This is an optimization exercise on Yosys and OpenROAD, whose aim is small area, a short achievable clock period and few clock cycles, not a production implementation. In this exercise RTL edits were held to simulation tests only and were not proved equivalent to the original. Power and IR drop assume default switching activity.

==> flow/design.v, too long to show whole: its modules and the start of the top module <==
// module riscv_alu: 119 lines
// module riscv_csr_regfile: 408 lines
// module riscv_csr: 233 lines
// module riscv_decoder: 182 lines
// module riscv_decode: 96 lines
// module riscv_divider: 91 lines
// module riscv_exec: 297 lines
// module riscv_fetch: 152 lines
// module riscv_lsu: 341 lines
// module riscv_lsu_fifo: 49 lines
// module riscv_mmu: 394 lines
// module riscv_multiplier: 74 lines
// module riscv_mul_csa: 68 lines
// module riscv_pipe_ctrl: 296 lines
// module riscv_regfile: 214 lines
// module riscv_issue: 386 lines
// module riscv_core: 567 lines
module riscv_core
#(
     parameter SUPPORT_MULDIV   = 1
    ,parameter SUPPORT_SUPER    = 0
    ,parameter SUPPORT_MMU      = 0
    ,parameter SUPPORT_LOAD_BYPASS = 1
    ,parameter SUPPORT_MUL_BYPASS = 1
    ,parameter SUPPORT_REGFILE_XILINX = 0
    ,parameter EXTRA_DECODE_STAGE = 0
    ,parameter MEM_CACHE_ADDR_MIN = 32'h80000000
    ,parameter MEM_CACHE_ADDR_MAX = 32'h8fffffff
)
(
     input           clk_i
    ,input           rst_i
    ,input  [ 31:0]  mem_d_data_rd_i
    ,input           mem_d_accept_i
    ,input           mem_d_ack_i
    ,input           mem_d_error_i
    ,input  [ 10:0]  mem_d_resp_tag_i
    ,input           mem_i_accept_i
    ,input           mem_i_valid_i
    ,input           mem_i_error_i
    ,input  [ 31:0]  mem_i_inst_i
    ,input           intr_i
    ,input  [ 31:0]  reset_vector_i
    ,input  [ 31:0]  cpu_id_i
    ,output [ 31:0]  mem_d_addr_o
    ,output [ 31:0]  mem_d_data_wr_o
    ,output          mem_d_rd_o
    ,output [  3:0]  mem_d_wr_o
    ,output          mem_d_cacheable_o
    ,output [ 10:0]  mem_d_req_tag_o
    ,output          mem_d_invalidate_o
    ,output          mem_d_writeback_o
    ,output          mem_d_flush_o
    ,output          mem_i_rd_o
    ,output          mem_i_flush_o
    ,output          mem_i_invalidate_o
    ,output [ 31:0]  mem_i_pc_o
);
  // ...
==> flow/flow/run.sh <==
#!/bin/bash
set -euo pipefail
export BUFFER_PORTS_ARGS="-buffer_cell sky130_fd_sc_hd__buf_4"
bash standard.sh SETUP_SLACK_MARGIN=6 finish > standard.log 2>&1
==> flow/standard.sh <==
#!/bin/bash
# synth_recipe.tcl (not shown) runs the flow's synth.tcl, then flattens the netlist and writes it again
# the make line also repeats each setting of config.mk as NAME=value (left out here)
make -C /OpenROAD-flow-scripts/flow DESIGN_CONFIG=/design/flow/config.mk WORK_HOME=/design/flow/orfs CLKGATE_MAP_FILE= SYNTH_SCRIPT=/design/flow/synth_recipe.tcl "${@:-finish}"
==> flow/config.mk <==
export PLATFORM = sky130hd
export DESIGN_NAME = riscv_core
export DESIGN_NICKNAME = riscv_core
export VERILOG_FILES = /design/flow/design.v
export SDC_FILE = /design/flow/constraint.sdc
export NUM_CORES = 8
export LEC_CHECK = 0
export CAP_MARGIN = 30
export CORE_MARGIN = 2
export CORE_UTILIZATION = 55
export CTS_CLUSTER_DIAMETER = 80
export CTS_CLUSTER_SIZE = 24
export GPL_ROUTABILITY_DRIVEN = 1
export SETUP_SLACK_MARGIN = 5
export SLEW_MARGIN = 30
==> flow/constraint.sdc <==
create_clock -name core_clock -period 13.0 [get_ports {clk_i}]
set_input_delay 2.6000 -clock core_clock [delete_from_list [all_inputs] [get_ports {clk_i}]]
set_output_delay 2.6000 -clock core_clock [all_outputs]
set_load 0.01 [all_outputs]
==> metrics.yaml, run 1 <==
start_kind: "flop"
min_to: "u_issue.u_pipe_ctrl.csr_wdata_wb_q[4]$_DFF_P_"
largest_registers: "u_lsu.u_lsu_request.ram_q x72, u_fetch.skid_buffer_q x66, u_mul.sum_q x64"
final_util_pct: 60.2
critical-path-max-stage-delay_ps: 600
wl_met2_um: 286000
powerSeq_w: 0.00940
post-place-ws_ps: 4730
grtUsageTotal_pct: 51.5
p_total_w: 0.0260
drc: 0
final_common_cell: "edfxtp_1"
regArea_sq_mm: 0.0658
crit_top_cell: "buf_6"
synth-edff-count: 1713
vias_per_cell: 7.63
use_met2_pct: 69.6
synth.area.top_cells: "edfxtp_1 (35%), fa_1 (6.3%), dfrtp_1 (6.1%)"
final_cell_mix: "edfxtp_1 (1713), nor2_1 (1227), nand2_1 (953), a22oi_1 (825), buf_4 (790)"
grt.busiest_layer: "met2"
clock_skew_ps: 72.0
ys_types: 103
status: "complete, no violations"
setup_viol: 0
design.seq.count: 2338
avgSynthCellArea_sq_um: 10.3
path_cells: "ha_1, nand4_1, nor2_1, or4b_4, nor3_4, mux2i_2, nand2_1, o31a_1, buf_6, nor4_4, buf_4, nor2_4, buf_6"
grt_pass1_wl_um: 1000000
layout-drive-gt1-share_pct: 12.0
period_minus_slack_ps: 7570
pwr-share-clk_pct: 19.7
maxSlewViolCount: 0
n_fill_cell: 22200
regMostFlops: "u_lsu.u_lsu_request.ram_q"
top_layer_used: "met5"
syn-cell-area_sq_mm: 0.149
hp-start: "u_issue.u_pipe_ctrl.csr_wdata_e2_q[4]$_DFF_P_"
min_period_over_period_pct: 58.2
Testbench counts, summed over its fixed seeds: cycles 592,794.
==> inputs of run 2 (changes only) <==
==> flow/config.mk (replaced) <==
export PLATFORM = sky130hd
export DESIGN_NAME = riscv_core
export DESIGN_NICKNAME = riscv_core
export VERILOG_FILES = /design/flow/design.v
export SDC_FILE = /design/flow/constraint.sdc
export NUM_CORES = 8
export LEC_CHECK = 0
export CAP_MARGIN = 35
export CORE_MARGIN = 2
export CORE_UTILIZATION = 50
export CTS_CLUSTER_DIAMETER = 80
export CTS_CLUSTER_SIZE = 24
export GPL_ROUTABILITY_DRIVEN = 1
export PLACE_DENSITY = 0.75
export SETUP_SLACK_MARGIN = 5
export SLEW_MARGIN = 35
==> run 2 against run 1 <==
Power grew 0.47%. Flip-flop and latch count is the same. Still clean. Critical path type is now input pin to output port. Largest power group unchanged. Die area grew 9.9%. Hold slack lost 12 ps. Final cell count grew 1.5%. Synthesized area is the same. Sequential power grew 0.5%. Non-clock buffer count shrank 58. Setup slack gained 95 ps. Critical path depth shrank 1.
==> metrics.yaml, run 2 <==
status: "complete, no violations"
final_common_cell: "edfxtp_1"
setup_viol: 0  # unchanged
finalSetupTns_ps: 0
initial_core_util_pct: 50.2
rsz0062_at_grt: "true"
drv_cap: 0
synth-edff-count: 1713  # unchanged
fin_nets: 15400
min_period_over_period_pct: 57.5  # -0.73 points
final_util_pct: 54.5  # -5.7 points
htree_levels: 3
rows: 200
synth_seq_cells: 2338
vias_per_cell: 7.31  # -4.1%
ctsRootBufferMaster: "clkbuf_16"
maxSlewViolCount: 0  # unchanged
yosys_warnings: 14
die_area_sq_mm: 0.302
start_kind: "input pin"
grt_pass1_wl_um: 943000  # -5.9%
synth_most_common_cell: "edfxtp_1"
syn_inst: 14500
ys.flop_type: "edfxtp_1"
drc: 0  # unchanged
synthArstFlopShare_pct: 15.7
io_pins: 267
clock_skew_ps: 133  # +61.3 ps
cts.sinks: 2338
largest_registers: "u_lsu.u_lsu_request.ram_q x72, u_fetch.skid_buffer_q x66, u_mul.sum_q x64"
coreArea_sq_mm: 0.297
fp.dieW_um: 550
synth_top_cells_by_count: "edfxtp_1 (1713), nor2_1 (1274), nand2_1 (959), clkbuf_1 (838), a22oi_1 (828)"
final_cell_mix: "edfxtp_1 (1713), nor2_1 (1229), nand2_1 (954), a22oi_1 (825), inv_1 (742)"
gp_congestion: 1.06
drt_iter0_markers: 28500
ys_types: 103  # unchanged
fmax_ghz: 0.134
tightest_slew_ps: 1150
detail-route-antenna-nets: 0
endpoint_kind: "output port"
antenna_found_initial: 57
syn-cell-area_sq_mm: 0.149  # unchanged
grt_max_degree: 105
required_ps: 10400
cts_buffer_depth: 3
avgSynthCellArea_sq_um: 10.3  # unchanged
cp_max_fo: 7
yosysSeqAreaShare_pct: 44.1
yosys.area.top_type_share_pct: 34.5
ir_drop_uv: 465
cts_buffers: 121
layout-drive-gt1-share_pct: 11.1  # -0.86 points
period_minus_slack_ps: 7480  # -95.4 ps
hold_ws_ps: 319
largest_reg_flops: 72
clk_latency_ps: 920
hp-class: "flop to flop"
regMostFlops: "u_lsu.u_lsu_request.ram_q"
cts.clk_slew.worst_paths_ps: 90
cts_tree: "built"
synth_top_area_cell: "edfxtp_1"
num_vias: 135000
grtUsageTotal_pct: 43.8  # -7.7 points
port_buffers: 237
die_h_um: 550
dpl.hpwl_um: 460000
finalHoldViolCount: 0
overflow: 0
reg2regPathDepth: 23
first_pass_iters: 17
synthToLayoutAreaGrowth_pct: 8.62
routed_wl_um: 683000
synth.area.top_cells: "edfxtp_1 (35%), fa_1 (6.3%), dfrtp_1 (6.1%)"
hold_path_depth: 0
path_class: "input pin to output port"
p_leak_nw: 61.1
powerDensity_mw_per_mm2: 161
slew_headroom_pct: 22.7
grt_pass1_vias: 123000
post_drt_wl_per_cell_um: 37.1
n_fill_cell: 26000  # +17%
critPathArrivalTime_ps: 4880
[run 2: cell counts after synthesis]
No cell type changed its count.
[run 2: kinds of logic after synthesis]
kind of cell	synth area share [%]
flip-flops	44.1
adder cells (fa/ha/maj)	10.3
buffers and inverters	4.99
other	0.00252
multiplexers	3.91
XOR/XNOR	5.34
AND/OR/NAND/NOR	11.5
AO/OA/AOI/OAI	19.8
[run 2: path summary, 6_finish.rpt]
kind | startpoint | endpoint | slack, ps
setup / recovery | mem_i_inst_i[5] | mem_i_rd_o | 5520
hold / removal | u_issue.u_pipe_ctrl.csr_wdata_e2_q[29]$_DFF_P_ | u_issue.u_pipe_ctrl.csr_wdata_wb_q[29]$_DFF_P_ | 320
setup reg to reg | u_exec.imm_hi_q[22]$_DFFE_PN_ | u_mul.mul_a_e1_q[31]$_DFFE_PP_ | 6250
hold reg to reg | u_issue.u_pipe_ctrl.csr_wdata_e2_q[29]$_DFF_P_ | u_issue.u_pipe_ctrl.csr_wdata_wb_q[29]$_DFF_P_ | 320
max in group asynchronous | rst_i | u_fetch.skid_valid_q$_DFF_PP0_ | 8330
min in group asynchronous | rst_i | u_issue.u_regfile.REGFILE.written_q[27]$_DFFE_PP0P_ | 1810
[run 2: cell type report]
type | instances | area, sq um | area share, %
inverters | 759 | 2860 | 1.77
well taps | 3939 | 4930 | 3.04
clock inverters | 41 | 664 | 0.410
diodes | 44 | 110 | 0.0680
repair buffers | 785 | 6400 | 3.95
multi-input cells | 10300 | 77800 | 48.1
clock buffers | 165 | 3300 | 2.04
flip-flops and latches | 2338 | 65800 | 40.6
[run 2: where the power goes]
part	switching [W]	internal [W]	leakage, nW
Sequential	0.000447	0.00900	23.9
Clock	0.00266	0.00192	1.91
Combinational	0.00758	0.00451	35.3
Total	0.0107	0.0154	61.1
[run 2: metal layers]
metal / global-route usage (%) / share of wire [%] / vias up
li1: - / - / 53600
met1: 55.3 / 34 / 64500
met2: 59.9 / 39 / 13000
met3: 18.9 / 17 / 3336
met4: 31.3 / 9.6 / 36
met5: 0.235 / 0.072 / -
[run 2: critical path, cell delays in order]
cell and delay [ps]:
buf_4 170, nor3b_2 170, o21ai_0 110, a211o_1 310, a311o_1 300, a211oi_2 300
o2111ai_2 230, a21oi_2 190, nor4_2 60, buf_4 210, nor2_4 110, buf_6 110
[run 2: metrics by stage]
| stage | total power (W) | instances | setup WS [ps] | area (sq um) |
|---|---|---|---|---|
| after floorplan | 0.0165 | 14500 | 5490 | 149000 |
| final | 0.0261 | 18400 | 5520 | 162000 |
| after CTS | 0.0257 | 18300 | 5600 | 161000 |
| after global placement | 0.0211 | 18100 | 4870 | 156000 |
| after detailed placement | 0.0212 | 18100 | 4870 | 156000 |
| after global routing | 0.0273 | 18400 | 5480 | 162000 |
[run 2: what timing repair did]
item,in CTS,in global routing
gates cloned,3,0
hold buffers,0,0
gates resized for setup,68,37
buffers inserted,36,10
endpoints found under the setup margin,41,34
pin swaps,22,16

-- what the ideal ports hide --
No port has a modelled driver above. Below, the same layouts with a new extraction and two added sets of constraints. Step 1 (the two cells are an assumption about what drives the block):
set clk [get_ports {clk_i}]
set_driving_cell -lib_cell sky130_fd_sc_hd__clkbuf_16 $clk
set_driving_cell -lib_cell sky130_fd_sc_hd__buf_2 [delete_from_list [all_inputs] $clk]
Step 2 moves the port delays by t, midway between the first and last clock arrival at a register: inputs arrive t later, outputs are due t later. That takes back most of the time a late clock gives input paths. a / b / c = ideal / step 1 / step 2; a / b = the first two.
run	t, ns	setup slack, ns	hold slack, ns	clock arrival spread, ns	worst data-port slew with drivers (ns)
run 1	0.996	5.430 / 5.319 / 5.054	0.331 / 0.331 / 0.331	0.074 / 0.074	0.24
run 2	0.965	5.525 / 5.296 / 4.748	0.319 / 0.319 / 0.319	0.140 / 0.140	0.26
After both steps every run listed still meets setup and hold. For run 2, which loses most, drivers alone change the setup slack by -0.229 ns; drivers and shift together by -0.777 ns.
